Background: an optimization exercise with open tools, aiming at small area, a short achievable clock period and few clock cycles. Do not read the settings as production practice. Function was checked by simulation only, so behaviour that the tests miss may differ from the original. No activity file was given, so power comes from the tool's default toggle rates.

// mips
module mips (
    input clk,
    input reset,
    output [31:0] i_inst_addr,
    input  [31:0] i_inst_rdata,
    input  [31:0] m_data_rdata,
    output [31:0] m_data_addr,
    output [31:0] m_data_wdata,
    output [ 3:0] m_data_byteen,
    output [31:0] m_inst_addr,
    output        w_grf_we,
    output [ 4:0] w_grf_addr,
    output [31:0] w_grf_wdata,
    output [31:0] w_inst_addr
);
Size in the first run: ~6700 cells after synthesis, roughly 1500 flip-flops, ~270 I/O pins, ~76000 sq um of cells after synthesis.
clock: 15.0 ns
lec_check: 0
cap_margin: 20
core_margin: 2
core_utilization: 40
place_density: 0.6
slew_margin: 20
standard.sh (not shown) runs the stock make flow with config.mk's settings and CLKGATE_MAP_FILE= SYNTH_SCRIPT=/design/flow/synth_recipe.tcl, a recipe that flattens the netlist after the stock synthesis.
==> flow/flow/run.sh <==
#!/bin/bash
# Standard synthesis and layout, with these changes to how the layout is made:
# - timing repair aims for a setup slack of SETUP_SLACK_MARGIN ns below the design's clock
#   period instead of just meeting it, working on the worst path only (TNS_END_PERCENT=0);
# - resizing may change a cell's footprint (MATCH_CELL_FOOTPRINT=0);
# - every input and output port still gets a buffer, a buf_4 instead of the default delay cell.
# Each step's full output goes to its own log file here; ORFS keeps its logs under orfs/logs.
set -euo pipefail
bash standard.sh synth > synth.log 2>&1
bash standard.sh SETUP_SLACK_MARGIN=10 TNS_END_PERCENT=0 MATCH_CELL_FOOTPRINT=0 \
  'BUFFER_PORTS_ARGS=-inputs -outputs -buffer_cell sky130_fd_sc_hd__buf_4' \
  finish > layout.log 2>&1
Testbench counts at the start, summed over its fixed seeds: cycles 13,989.
Edit:
--- a/flow/design.v
+++ b/flow/design.v
@@ -168,22 +168,25 @@
     wire f_beq   = f_op == 6'b000100;
     wire f_bne   = f_op == 6'b000101;
     wire f_btheq = f_op == 6'b101111;
     wire f_jal   = f_op == 6'b000011;
     wire f_load  = f_lw | f_lh | f_lb;
     wire f_store = f_sw | f_sh | f_sb;
     wire f_md    = f_mult | f_multu | f_mfhi | f_mflo | f_mthi | f_mtlo;
     wire [4:0] f_wa = (f_add | f_sub | f_and | f_or | f_slt | f_sltu | f_sll | f_mfhi | f_mflo) ? fi[15:11] :
                       (f_ori | f_lui | f_addi | f_andi | f_load) ? fi[20:16] :
                       f_jal ? 5'd31 : 5'd0;
-    wire f_use_rt = f_R | f_beq | f_bne | f_btheq;
-    wire f_md_w   = f_R & (f_fn[5:4] == 2'b01);
+    wire f_use_rs = f_add | f_sub | f_and | f_or | f_slt | f_sltu | f_jr | f_mult | f_multu |
+                    f_mthi | f_mtlo | f_ori | f_addi | f_andi | f_load | f_store | f_lwm |
+                    f_beq | f_bne | f_btheq;
+    wire f_use_rt = f_add | f_sub | f_and | f_or | f_slt | f_sltu | f_sll | f_mult | f_multu |
+                    f_beq | f_bne | f_btheq;
     localparam NC = 24;
     wire [NC-1:0] f_ctl = {
         f_sub | f_slt | f_sltu,              
         f_add | f_sub,                       
         f_addi,                              
         f_and, f_or, f_andi, f_ori, f_lui, f_sll, f_slt, f_sltu,   
         f_lh, f_lb, f_load,                  
         f_sw, f_sh, f_sb, f_lwm,             
         f_beq, f_bne, f_btheq, f_jal, f_jr,  
         f_mult                               
@@ -228,22 +231,22 @@
     wire btheq   = ctl[3];
     wire jal     = ctl[2];
     wire jr      = ctl[1];
     wire msigned = ctl[0];
     wire [15:0] imm = ir[15:0];
     wire [ 4:0] sh  = ir[10:6];
     wire [31:0] a = opA;
     wire [31:0] b = opB;
     wire md_busy, md_busy_next;
     wire x_ld   = load & (x_wa != 5'd0);
-    wire f_wait = (f_md_w & md_busy_next) | lwm |
-                  (x_ld & ((fi[25:21] == x_wa) | (f_use_rt & (fi[20:16] == x_wa))));
+    wire f_wait = (f_md & md_busy_next) | (lwm & (f_use_rs | f_use_rt)) |
+                  (x_ld & ((f_use_rs & (fi[25:21] == x_wa)) | (f_use_rt & (fi[20:16] == x_wa))));
     reg         refetch;
     wire        x_cti = beq | bne | btheq | jal | jr;
     wire [31:0] rf_a, rf_b;
     wire [ 4:0] ra1 = fi[25:21];
     wire [ 4:0] ra2 = fi[20:16];
     wire [ 4:0] wa_M;    
     wire [31:0] wd_M;
     wire [ 4:0] wa_X;    
     wire [31:0] wd_X;
     GRF u_GRF (
@@ -320,21 +323,21 @@
     assign m_inst_addr   = pc_M;
     assign m_data_byteen = m_be;
     assign m_data_wdata  = m_b;
     wire [15:0] half = m_val[1] ? m_data_rdata[31:16] : m_data_rdata[15:0];
     wire [ 7:0] byte_ = m_val[0] ? half[15:8] : half[7:0];
     wire [31:0] ld = m_lb ? {{24{byte_[7]}}, byte_} :
                      m_lh ? {{16{half[15]}}, half} : m_data_rdata;
     wire [ 4:0] lwm_dst = m_data_rdata[4:0] - m_b[4:0];
     assign wd_M = (m_load | m_lwm) ? ld : m_val;
     assign wa_M = m_lwm ? lwm_dst : m_wa;
-    wire [31:0] b_fw = (m_wa != 5'd0 && m_wa == ir[20:16]) ? wd_M : b;
+    wire [31:0] b_fw = m_writes(ir[20:16]) ? wd_M : b;
     wire [31:0] pc_Fi = refetch ? pc_X : pc_F;    
     always @(posedge clk) begin
         if (reset) begin
             pc_F     <= 32'h3000;
             refetch  <= 1'b0;
             ctl      <= {NC{1'b0}};
             x_mthi   <= 1'b0;
             x_mtlo   <= 1'b0;
             x_md     <= 1'b0;
             x_mstart <= 1'b0;
Result: With this change the flow finished but failed the layout checks on max-capacitance violations; clock power shrinks by a few percent; global-route usage fell by 0.13 points; worst setup slack is worse by 16 ps; synthesized cell count grows slightly; count of clock-buffer cells in the layout went up by 9; wire length shrinks slightly; design area is about the same; core utilization grows by 0.15 points; combinational power goes up by a few percent; die area goes down slightly.
Testbench counts after the change, summed over its fixed seeds: cycles 13,976.

==> re-timing with driven ports <==
In the flow no input, the clock included, has a driving cell. The finished layouts below were timed again as built, in two steps.
Step 1: set_driving_cell puts a clkbuf_16 on clk and a buf_2 on each other input, an assumption about the parent block.
Step 2 also shifts input and output timing later by t, the mid clock arrival at the registers, as if the neighbouring blocks saw the same clock.
a / b / c = ideal ports / drivers / drivers and shift; a / b = the first two.
run	shift t [ns]	setup slack, ns	hold slack, ns	worst setup path after step 2	latest minus earliest clock arrival (ns)
the first run	0.928	9.702 / 9.714 / 8.817	0.325 / 0.325 / 0.325	input to register	0.086 / 0.086
the second run	0.923	9.686 / 9.723 / 8.824	0.339 / 0.339 / 0.339	input to register	0.055 / 0.054
For the first run, which loses most, drivers alone change the setup slack by +0.012 ns; drivers and shift together by -0.885 ns.
